This is an optimization exercise on Yosys and OpenROAD, whose aim is small area, a short achievable clock period and few clock cycles, not a production implementation. In this exercise RTL edits were held to simulation tests only and were not proved equivalent to the original.

==> design/flow/design.v <==
module fadd_comb (
	input  [31:0] inA,
	input  [31:0] inB,
	input         op,
	output reg [31:0] out
);
	wire       sA = inA[31];
	wire [7:0] eA = inA[30:23];
	wire [23:0] mA = {1'b1, inA[22:0]};
	wire       sB = inB[31] ^ op;
	wire [7:0] eB = inB[30:23];
	wire [23:0] mB = {1'b1, inB[22:0]};
	wire eGt = eA > eB;
	wire eEq = eA == eB;
	wire Aisbig = eGt | (eEq & (mA > mB));
	wire diffSign = sA ^ sB;
	wire [7:0] dAB = eA - eB;
	wire [7:0] dBA = eB - eA;
	wire sBig = Aisbig ? sA : sB;
	wire [7:0] eBig = Aisbig ? eA : eB;
	wire [23:0] mBig = Aisbig ? mA : mB;
	wire [23:0] mSmall = Aisbig ? mB : mA;
	wire [7:0] d = Aisbig ? dAB : dBA;
	wire [23:0] mAl = mSmall >> d[4:0];
	wire [24:0] sum = {1'b0, mBig} + {1'b0, mAl};
	wire [23:0] dif = mBig - mAl;
	reg [4:0] lz;
	integer i;
	always @(*) begin
		lz = 5'd24;
		for (i = 0; i < 24; i = i + 1)
			if (dif[i]) lz = 5'd23 - i[4:0];
	end
	wire [23:0] difN = dif << lz;
	always @(*) begin
		if ((eA == 8'hff && inA[22]) || (eB == 8'hff && inB[22]))
			out = 32'h7fffffff;
		else if (eA == 8'hff && inA[22:0] == 23'd0) begin
			if (eB == 8'hff && inB[22:0] == 23'd0 && diffSign)
				out = 32'h7fffffff;
			else
				out = {sA, 8'hff, 23'd0};
		end
		else if (eB == 8'hff)
			out = {sB, 8'hff, 23'd0};
		else if (eA == 8'd0 && inA[22:0] == 23'd0)
			out = {sB, eB, inB[22:0]};
		else if (eB == 8'd0 && inB[22:0] == 23'd0)
			out = {sA, eA, inA[22:0]};
		else if (d > 8'd23)
			out = {sBig, eBig, mBig[22:0]};
		else if (diffSign) begin
			if (dif == 24'd0 || eBig < {3'd0, lz})
				out = {sBig, 8'd0, 23'd0};
			else
				out = {sBig, eBig - {3'd0, lz}, difN[22:0]};
		end
		else begin
			if (eBig == 8'hfe)
				out = {sBig, 8'hff, 23'd0};
			else if (sum[24])
				out = {sBig, eBig + 8'd1, sum[23:1]};
			else
				out = {sBig, eBig, sum[22:0]};
		end
	end
endmodule
module FP_Multiplier( 
Result, A, B); 
parameter N = 32; 
 input [N-1:0] A, B ;  
 output [N-1:0] Result ;  
 wire [N-1:0] Result ;
localparam M = (N==32)?23:52;
localparam E = (N==32)?8:11;
localparam Bias = (N==32)?9'd127 : 12'd1023;
 reg sign ;  
 reg [M-1:0] norm_mul ;  
 reg [E:0] exp_out ;  
 localparam zero ={1'b0,{E{1'b0}},{M{1'b0}}};
 localparam NaN = {1'b0,{E{1'b1}},{M{1'b1}}};
 localparam p_inf = {1'b0,{E{1'b1}},{M{1'b0}}};
 localparam n_inf = {1'b1,{E{1'b1}},{M{1'b0}}};
 wire s1, s2;  
 wire [(M-1):0] m1, m2 ;  
 wire [E:0] e1, e2, sum_e1_e2 ;  
 wire [(2*M+1):0] non_norm_mul ;  
 assign s1 = A[N-1];  
 assign e1 = {1'b0, A[N-2:M]};  
 assign m1 = A[M-1:0] ;  
 assign s2 = B[N-1]; 
 assign e2 = {1'b0, B[N-2:M]};  
 assign m2 = B[M-1:0] ; 
assign non_norm_mul={1'b1,m1}*{1'b1,m2}; 
assign sum_e1_e2 = (non_norm_mul[(2*M)+1] == 1'b1)? e1 + e2 + 1: e1 + e2;  
assign Result = {sign, exp_out[E-1:0], norm_mul} ; 
 always @(*)
 begin
 if (((A==zero)&&((B==p_inf)||(B==n_inf)))||((B==zero)&&((A==p_inf)||(A==n_inf))))
 begin
  sign = NaN[N-1];
 exp_out[E-1:0] = NaN[N-2:M];
 norm_mul[M-1:0] = NaN[M-1:0];
 end
 else if ((A==p_inf && B==p_inf) || (A==n_inf && B==n_inf))
 begin
 sign = 1'b0;
 exp_out[E-1:0] = {E{1'b1}};
 norm_mul[M-1:0] = {M{1'b0}};
 end
 else if (((A==p_inf) && (B==n_inf)) || ((A==n_inf) && (B==p_inf)))
 begin
 sign = 1'b1;
 exp_out[E-1:0] = {E{1'b1}};
 norm_mul[M-1:0] = {M{1'b0}};
 end
 else if (((A==p_inf) || (A==n_inf)) || ((B == p_inf) || (B==n_inf)) && (A!==B))
 begin
 sign = s1 ^ s2;
 exp_out[E-1:0] = {E{1'b1}};
 norm_mul[M-1:0] = {M{1'b0}};
 end
 else if((A==zero) || (B==zero))
 begin
 sign = 1'b0;
 exp_out[E-1:0] = {E{1'b0}};
 norm_mul[M-1:0] = {M{1'b0}};
 end
 else if((A==NaN) || (B==NaN))
 begin 
 sign = NaN[N-1];
 exp_out[E-1:0] = NaN[N-2:M];
 norm_mul[M-1:0] = NaN[M-1:0];
 end
 else
 begin
 sign = s1 ^ s2 ;  
 if (non_norm_mul[(2*M)+1]==1)  
 begin 
 exp_out = (N==32)?sum_e1_e2 - 9'd127:sum_e1_e2 - 11'd1023; 
 norm_mul = non_norm_mul[2*M:M+1];
 end 
else 
 begin 
 exp_out = (N==32)?sum_e1_e2 - 9'd127:sum_e1_e2 - 11'd1023; 
 norm_mul = non_norm_mul[(2*M)-1:M]; 
 end
 if(sum_e1_e2 > 3*Bias)
 begin
 exp_out[E-1:0] = p_inf[N-2:M];
 norm_mul[M-1:0] = p_inf[M-1:0];
 end
 if(sum_e1_e2 < Bias)
 begin
 exp_out[E-1:0] = zero[N-2:M];
 norm_mul[M-1:0] = zero[M-1:0];
 end
 end 
 end
endmodule
module FP_DivCheck (
	input  [31:0] A,
	input  [31:0] B,
	output        special,
	output [31:0] specialResult,
	output [8:0]  expDiff
);
	wire isInf_A = (&A[30:23]) & (~|A[22:0]);
	wire isZero_A = ~|A[30:0];
	wire isNaN_A = (&A[30:23]) & (|A[22:0]);
	wire isInf_B = (&B[30:23]) & (~|B[22:0]);
	wire isZero_B = ~|B[30:0];
	wire isNaN_B = (&B[30:23]) & (|B[22:0]);
	assign expDiff = A[30:23] - B[30:23] + 9'd254;
	wire nanCase = isNaN_A | isNaN_B | (isZero_A & isZero_B) | (isInf_A & isInf_B);
	wire zeroCase = isZero_A | (expDiff < 9'd127);
	wire infCase = isInf_A | isZero_B | (expDiff > 9'd381);
	assign special = nanCase | zeroCase | infCase;
	assign specialResult = nanCase ? 32'h7fffffff :
	                       zeroCase ? 32'h00000000 :
	                       {A[31] ^ B[31], 31'h7f800000};
endmodule
module FPU
	#(
		parameter PRECISION = 32
	) (
		input [PRECISION-1:0] A,
		input [PRECISION-1:0] B,
		input Clk,
		input Reset,
		input [1:0] Operation,
		output [PRECISION-1:0] Result,
		output Done
	);
	localparam [31:0] HALF_E = 32'h3f000000;
	localparam [31:0] C32 = 32'b0_01111111_11100001111000011110001;
	localparam [31:0] C48 = 32'b0_10000000_01101001011010010110101;
	localparam [31:0] TWO = 32'h40000000;
	localparam [2:0] S_IDLE = 3'd0, S_START = 3'd1, S_A0 = 3'd2, S_T = 3'd3,
	                 S_S = 3'd4, S_X = 3'd5, S_F = 3'd6;
	reg [31:0] rA, rB;
	reg [1:0] rOp;
	reg [31:0] X, Y, R;
	reg [2:0] state;
	reg [2:0] iter;
	reg D;
	wire [31:0] Nq = {rA[31], 8'd126, rA[22:0]};
	wire [31:0] Dq = {rB[31], 8'd126, rB[22:0]};
	wire divSpecial;
	wire [31:0] divSpecialResult;
	wire [8:0] expDiff;
	FP_DivCheck chk (.A(rA), .B(rB), .special(divSpecial), .specialResult(divSpecialResult), .expDiff(expDiff));
	reg [31:0] mulA, mulB;
	wire [31:0] mulR;
	always @(*) begin
		case (state)
			S_START: begin mulA = rOp[0] ? C32 : rA; mulB = rOp[0] ? Dq : rB; end
			S_T:     begin mulA = X;  mulB = Dq; end
			S_X:     begin mulA = Y;  mulB = X;  end
			default: begin mulA = Nq; mulB = X;  end
		endcase
	end
	FP_Multiplier #(.N(32)) mul (.Result(mulR), .A(mulA), .B(mulB));
	wire addDiv = rOp[1];
	wire [31:0] addA = addDiv ? ((state == S_A0) ? C48 : TWO) : rA;
	wire [31:0] addB = addDiv ? Y : rB;
	wire addOp = addDiv | rOp[0];
	wire [31:0] addR;
	fadd_comb add (.inA(addA), .inB(addB), .op(addOp), .out(addR));
	wire [7:0] finalExp = expDiff - 9'd254 + mulR[30:23];
	always @(posedge Clk) begin
		if (Reset) begin
			rA <= A;
			rB <= B;
			rOp <= Operation;
			state <= S_START;
			D <= 1'b0;
		end
		else begin
			case (state)
				S_START: begin
					if (~rOp[1]) begin
						R <= addR;
						D <= 1'b1;
						state <= S_IDLE;
					end
					else if (~rOp[0]) begin
						R <= mulR;
						D <= 1'b1;
						state <= S_IDLE;
					end
					else if (divSpecial) begin
						R <= divSpecialResult;
						D <= 1'b1;
						state <= S_IDLE;
					end
					else begin
						Y <= mulR;
						state <= S_A0;
					end
				end
				S_A0: begin
					X <= addR;
					iter <= 3'd1;
					state <= S_T;
				end
				S_T: begin
					Y <= mulR;
					state <= S_S;
				end
				S_S: begin
					Y <= addR;
					state <= S_X;
				end
				S_X: begin
					X <= mulR;
					iter <= iter + 3'd1;
					if (mulR == X || iter == 3'd6)
						state <= S_F;
					else
						state <= S_T;
				end
				S_F: begin
					R <= {mulR[31], finalExp, mulR[22:0]};
					D <= 1'b1;
					state <= S_IDLE;
				end
				default: ;
			endcase
		end
	end
	assign Result = R;
	assign Done = D;
endmodule
==> design/flow/run.sh <==
#!/bin/bash
# synth_recipe.tcl (not shown) runs the flow's synth.tcl, then flattens the netlist and writes it again
# the make line also repeats each setting of config.mk as NAME=value (left out here)
make -C /OpenROAD-flow-scripts/flow DESIGN_CONFIG=/design/flow/config.mk WORK_HOME=/design/flow/orfs CLKGATE_MAP_FILE= SYNTH_SCRIPT=/design/flow/synth_recipe.tcl finish
==> design/flow/config.mk <==
export PLATFORM = sky130hd
export DESIGN_NAME = FPU
export DESIGN_NICKNAME = FPU
export VERILOG_FILES = /design/flow/design.v
export SDC_FILE = /design/flow/constraint.sdc
export NUM_CORES = 4
export LEC_CHECK = 0
export CAP_MARGIN = 20
export CORE_MARGIN = 2
export CORE_UTILIZATION = 40
export SLEW_MARGIN = 20
==> design/flow/constraint.sdc <==
create_clock -name core_clock -period 40.0 [get_ports {Clk}]
set_input_delay 8.0000 -clock core_clock [delete_from_list [all_inputs] [get_ports {Clk}]]
set_output_delay 8.0000 -clock core_clock [all_outputs]
set_load 0.01 [all_outputs]
==> results.py <==
metrics = {
    "run_status": {
        "outcome": "finished clean",
    },
    "logic_synthesis": {
        "avgSynthCellArea_um2": 8.01,
        "synth_cells": 5072,
        "ys.flop_type": "edfxtp_1",
        "yosysSeqAreaShare": 0.124,
        "async_flop_share": 0,
        "synth_edf_count": 165,
        "synth.net_count": 5949,
        "synth.cell_area_um2": 40600,
        "yosys.cell_types.count": 117,
        "synth_seq_cells": 169,
        "yosys_warnings": 3,
    },
    "worst_setup_path": {
        "setup.worst_path.start_class": "flop",
        "crit_top_cell": "fa_1",
        "required_ns": 40.23,
        "cp.arrival_ns": 14.61,
        "criticalPathCategory": "flop to flop",
        "cpPeakStageDelay_ns": 0.78,
        "cp_slowest_cell": "a21o_1",
        "critPathMaxFanout": 83,
        "reg2reg_from": "state[1]",
        "end_kind": "flop",
        "cp-startpoint": "state[1]",
    },
    "route": {
        "initialDrtViolationCount": 5262,
        "wl_per_cell_um": 28.2,
        "vias": 40200,
        "routed_wl_um": 181000,
        "antenna_left": 0,
        "firstDrtPassIters": 9,
        "vias_per_cell": 6.27,
        "drc": 0,
    },
    "layout": {
        "area_delta_synth_final_pct": 7.59,
        "layout_commonest_cell": "inv_1",
        "fin_nets": 5914,
        "drive_gt1_frac": 0.0562,
        "layout_common_cells": "inv_1, nand2_1, nor2_1, fa_1, ha_1",
        "final_core_util": 0.435,
        "antenna_cells": 0,
    },
    "min_path": {
        "min_path_type": "flop to flop",
        "hold_start": "D",
    },
    "cts": {
        "clock_latency_ns": 0.54,
        "root_buffer": "clkbuf_16",
        "clk_pin_slew_worst_paths_ns": 0.08,
        "post_cts_resized": 0,
        "cts_tree": "done",
        "cts_buffer_depth": 2,
        "htree_levels": 4,
        "cts_buffers": 17,
        "cts_num_sinks": 169,
        "cts_hold_buf": 0,
        "postCtsSetupBuffers": 0,
    },
    "floorplan": {
        "die_y_um": 323,
        "start_util": 0.405,
        "rows": 116,
        "boundaryPins": 101,
        "core_region_area_um2": 100000,
        "die_x_um": 323,
        "die_area_um2": 104000,
    },
    "sta": {
        "drv_slew": 0,
        "hold_viol": 0,
        "post-route-period-util": 0.359,
        "holdWs_ns": 0.482,
        "slew-limit-headroom": 0.174,
        "period_minus_slack_ns": 14.38,
        "max_clock_freq_mhz": 69.5,
        "setup_tns_ns": 0,
        "clock_skew_ns": 0.0333,
        "tightest_slew_ns": 1.23,
        "setup_viol": 0,
        "worst_slack_ns": 25.62,
        "rsz0062_at_grt": "false",
    },
    "global_route": {
        "grt_most_used_layer": "met2",
        "grtUsageTotal": 0.344,
        "grt_use_met2": 0.538,
        "grt_max_degree": 84,
        "use_met1": 0.428,
        "grt_antenna_before_repair": 5,
        "grt_pass1_vias": 39000,
        "grt_use_met3": 0.0740,
        "gr-total-overflow": 0,
        "grt_pass1_wl_um": 261000,
    },
    "placement": {
        "place_ws_ns": 25.83,
        "io_buffers": 100,
        "dpl.hpwl_um": 142000,
        "place_congestion": 1.04,
    },
    "job": {
        "cap_violations": 0,
    },
}
[registers in the layout, indices dropped and copies added, names as in the netlist]
| register | cells |
|---|---|
| rA | 32 |
| state | 3 |
| iter | 3 |
| rB | 32 |
| X | 32 |
| Y | 32 |
| D | 1 |
| rOp | 2 |
| R | 32 |
[cells in the mapped netlist, types with 41 or more instances]
cell | n | area share
inv_1 | 697 | 0.064
nand2_1 | 554 | 0.051
nor2_1 | 536 | 0.050
fa_1 | 488 | 0.24
ha_1 | 321 | 0.099
a21oi_1 | 292 | 0.036
o21ai_0 | 240 | 0.030
clkbuf_1 | 186 | 0.017
edfxtp_1 | 165 | 0.12
nor3_1 | 111 | 0.014
mux2i_1 | 109 | 0.027
nand3_1 | 85 | 0.010
xnor2_1 | 77 | 0.017
nand4_1 | 73 | 0.011
a21o_1 | 67 | 0.012
nor4_1 | 63 | 0.0097
o211ai_1 | 57 | 0.011
nand2b_1 | 51 | 0.0079
o22ai_1 | 51 | 0.0079
and2_1 | 46 | 0.0071
buf_2 | 44 | 0.0054
a211oi_1 | 41 | 0.0076
nor2b_1 | 41 | 0.0063
[final timing paths]
check	endpoint	slack, ns	depth (start not counted)
max	R[30]	25.62	43
min	D	0.48	2
min reg2reg	D	0.48	2
max reg2reg	R[30]	25.62	43
[layout make-up]
| class | instances | area, µm² |
|---|---|---|
| inverter | 715 | 2680 |
| clock buffer | 18 | 429 |
| tap | 1357 | 1700 |
| clock inverter | 14 | 129 |
| timing repair buffer | 210 | 1840 |
| multi-input combinational | 3924 | 31900 |
| fill | 10200 | 56700 |
| sequential | 169 | 5040 |
[critical path, delay by kind of cell (launching register included)]
family          cells  cell delay (ns)
buf+inv            10             2.09
compound gates     16             4.83
simple gates        4             1.66
flops               1             0.33
fa+ha+maj          10             4.61
xor+xnor            3             0.50
[cell families after synthesis]
family                     Yosys count  share of synthesized area
AOI/OAI and AO/OA                 1141                      0.187
xor gates and xnor gates           116                     0.0254
adders and majority gates          809                      0.339
buffers and inverters              979                     0.0937
DFF                                169                      0.124
muxes                              134                     0.0338
and+or+nand+nor                   1724                      0.197
[metal layers]
metal | wire, µm | vias up
met5 | 32 | -
met4 | 14500 | 4
met3 | 19500 | 666
met2 | 79100 | 2705
met1 | 67800 | 19600
li1 | - | 17200
[through the flow]
step                std cells  area [µm²]
floorplan                5072       40600
global placement         6373       43100
detailed placement       6375       43200
CTS                      6407       43700
global route             6407       43700
finish                   6407       43700
Testbench counts, summed over its fixed seeds: cycles 87,176.

==> what the ideal ports hide <==
In the flow no input, the clock included, has a driving cell. The finished layout below was timed again as built, in two steps.
Step 1 (the two cells are an assumption about what drives the block):
set clk [get_ports {Clk}]
set_driving_cell -lib_cell sky130_fd_sc_hd__clkbuf_16 $clk
set_driving_cell -lib_cell sky130_fd_sc_hd__buf_2 [delete_from_list [all_inputs] $clk]
Step 2 times the ports against the registers' clock, not the clock port: input delays grow and output delays shrink by t, the midpoint of the rising clock arrivals with the driver on.
Three values: ideal, step 1, step 2; two values: the first two.
shift t [ns]: 0.599
setup slack, ns: 25.621 / 25.621 / 25.621
hold WS [ns]: 0.482 / 0.482 / 0.482
clock arrival spread, ns: 0.034 / 0.035
pins driven straight from the clock port: 1
After both steps this run still meets setup and hold. For this run, drivers alone change the setup slack by 0.000 ns; drivers and shift together by 0.000 ns.
